What follows belongs to an exercise in optimizing a design on an open flow for small area and a short achievable clock period; a production flow would make more cautious choices.
RTL that was checked went through simulation tests only; none was proved equivalent to the original.
Power figures rest on the tool's default switching activity, not on a simulated workload.

Setup of P:
==> module APB_master, before the edit <==
module APB_master(input             PCLK,
                  input             PRESETn,
                  input             Transfer,
                  input             Wr_Rd,
                  input      [4:0]  Address,
                  input      [31:0] write_data,
                  output reg [31:0] read_data,
                  input      [31:0] PRDATA,    
                  output reg [31:0] PSEL_ROW,  
                  output reg [31:0] PWDATA,
                  output            PWEN,      
                  output            PACCESS,
                  output            PREAD);    
    reg st_setup, st_access;
    reg pwrite_q;
    wire go = PRESETn & Transfer;
    always @(posedge PCLK) begin
        st_setup  <= go & ~st_setup;
        st_access <= go & st_setup;
    end
    always @(posedge PCLK) begin
        PSEL_ROW <= 32'd1 << Address;
        pwrite_q <= Wr_Rd;
        PWDATA   <= write_data;
    end
    assign PACCESS = st_access;
    assign PREAD   = st_access & ~pwrite_q;
    assign PWEN    = PRESETn & st_access & pwrite_q;
    wire rd_hold = ~(PRESETn & st_access & ~pwrite_q);
    always @(posedge PCLK)
        read_data <= ({32{PRESETn}} & PRDATA) | ({32{rd_hold}} & read_data);
endmodule
==> module APB_top, before the edit <==
module APB_top(input PCLK,
               input PRESETn,
               input Transfer,
               input Wr_Rd,
               input [4:0] Address,
               input [31:0] write_data,
               output [31:0] read_data);
    wire [31:0] PSEL_ROW, PWDATA, PRDATA;
    wire        PWEN, PACCESS, PREAD;
    APB_master Design_master(.PCLK(PCLK), .PRESETn(PRESETn), .Transfer(Transfer),
                             .Wr_Rd(Wr_Rd), .Address(Address), .write_data(write_data),
                             .read_data(read_data), .PRDATA(PRDATA), .PSEL_ROW(PSEL_ROW),
                             .PWDATA(PWDATA), .PWEN(PWEN), .PACCESS(PACCESS),
                             .PREAD(PREAD));
    APB_slave Design_slave(.PCLK(PCLK), .PSEL_ROW(PSEL_ROW), .PWDATA(PWDATA),
                           .PWEN(PWEN), .PREAD(PREAD), .PRDATA(PRDATA));
endmodule
clock: 5.0 ns
lec_check: 0
cap_margin: 20
core_margin: 2
core_utilization: 40
cts_cluster_diameter: 100
cts_cluster_size: 25
place_density: 0.6
setup_slack_margin: 3.0
slew_margin: 20
run.sh (not shown) runs the stock make flow with config.mk's settings and CLKGATE_MAP_FILE= SYNTH_SCRIPT=/design/flow/synth_recipe.tcl, a recipe that flattens the netlist after the stock synthesis.
P: all stages complete, timing, DRC and antenna checks passed
Inputs modified between P and Q:
--- a/flow/design.v
+++ b/flow/design.v
@@ -6,32 +6,34 @@
                   input      [31:0] write_data,
                   output reg [31:0] read_data,
                   input      [31:0] PRDATA,    
                   output reg [31:0] PSEL_ROW,  
                   output reg [31:0] PWDATA,
                   output            PWEN,      
-                  output            PACCESS,
                   output            PREAD);    
     reg st_setup, st_access;
     reg pwrite_q;
     wire go = PRESETn & Transfer;
     always @(posedge PCLK) begin
         st_setup  <= go & ~st_setup;
         st_access <= go & st_setup;
     end
     always @(posedge PCLK) begin
-        PSEL_ROW <= 32'd1 << Address;
+        PSEL_ROW <= (go & st_setup) ? (32'd1 << Address) : 32'd0;
         pwrite_q <= Wr_Rd;
         PWDATA   <= write_data;
     end
-    assign PACCESS = st_access;
-    assign PREAD   = st_access & ~pwrite_q;
-    assign PWEN    = PRESETn & st_access & pwrite_q;
-    wire rd_hold = ~(PRESETn & st_access & ~pwrite_q);
-    always @(posedge PCLK)
-        read_data <= ({32{PRESETn}} & PRDATA) | ({32{rd_hold}} & read_data);
+    assign PREAD   = ~pwrite_q;
+    assign PWEN    = PRESETn & pwrite_q;
+    reg  [31:0] rd_q;
+    wire        rd_load = PRESETn & st_access & ~pwrite_q;
+    always @(posedge PCLK) begin
+        if (rd_load)
+            rd_q <= PRDATA;
+        read_data <= ({32{PRESETn}} & PRDATA) | ({32{~rd_load}} & rd_q);
+    end
 endmodule
 module APB_slave(input         PCLK,
                  input  [31:0] PSEL_ROW,
                  input  [31:0] PWDATA,
                  input         PWEN,
                  input         PREAD,
@@ -56,15 +58,15 @@
                input Transfer,
                input Wr_Rd,
                input [4:0] Address,
                input [31:0] write_data,
                output [31:0] read_data);
     wire [31:0] PSEL_ROW, PWDATA, PRDATA;
-    wire        PWEN, PACCESS, PREAD;
+    wire        PWEN, PREAD;
     APB_master Design_master(.PCLK(PCLK), .PRESETn(PRESETn), .Transfer(Transfer),
                              .Wr_Rd(Wr_Rd), .Address(Address), .write_data(write_data),
                              .read_data(read_data), .PRDATA(PRDATA), .PSEL_ROW(PSEL_ROW),
-                             .PWDATA(PWDATA), .PWEN(PWEN), .PACCESS(PACCESS),
+                             .PWDATA(PWDATA), .PWEN(PWEN),
                              .PREAD(PREAD));
     APB_slave Design_slave(.PCLK(PCLK), .PSEL_ROW(PSEL_ROW), .PWDATA(PWDATA),
                            .PWEN(PWEN), .PREAD(PREAD), .PRDATA(PRDATA));
 endmodule
==> run notes <==
Between Q and P, non-clock buffering overhead in the final layout is lower for P, Q comes in above that.
Diff Q and P: post-synthesis instance total lower in P
Run comparison: Q top routing layer in use met5; P top routing layer in use met4
In Q, cell row count is higher than in P.
Data arrival at the endpoint of the critical path, Q and P: higher on Q
Compared with P, placement density in the core of Q is higher.
Leakage component of the power: Q worse than P
On number of flip-flops and latches: Q sits above P.
Function not checked in Q: the RTL went through the layout flow alone.

## separate check: timing with driven ports
Ports are ideal in the flow. The routed layouts listed here were re-timed in OpenROAD. Step 1: set_driving_cell puts a clkbuf_16 on PCLK and a buf_2 on each other input, an assumption about the parent block. Step 2 moves the port delays by t, midway between the first and last clock arrival at a register: inputs arrive t later, outputs are due t later. That takes back most of the time a late clock gives input paths. Slacks: no drivers / after step 1 / after step 2; pairs: no drivers / after step 1.
| run | t (ns) | setup WS [ns] | worst slew at a driven data input, ns |
|---|---|---|---|
| P | 0.706 | 2.853 / 2.784 / 2.315 | 0.13 |
| Q | 0.717 | 2.530 / 2.530 / 2.367 | 0.06 |
After both steps setup and hold are still met in every run listed. The setup slack of P, which loses most, moves by -0.069 ns with the drivers and by -0.538 ns with both steps.
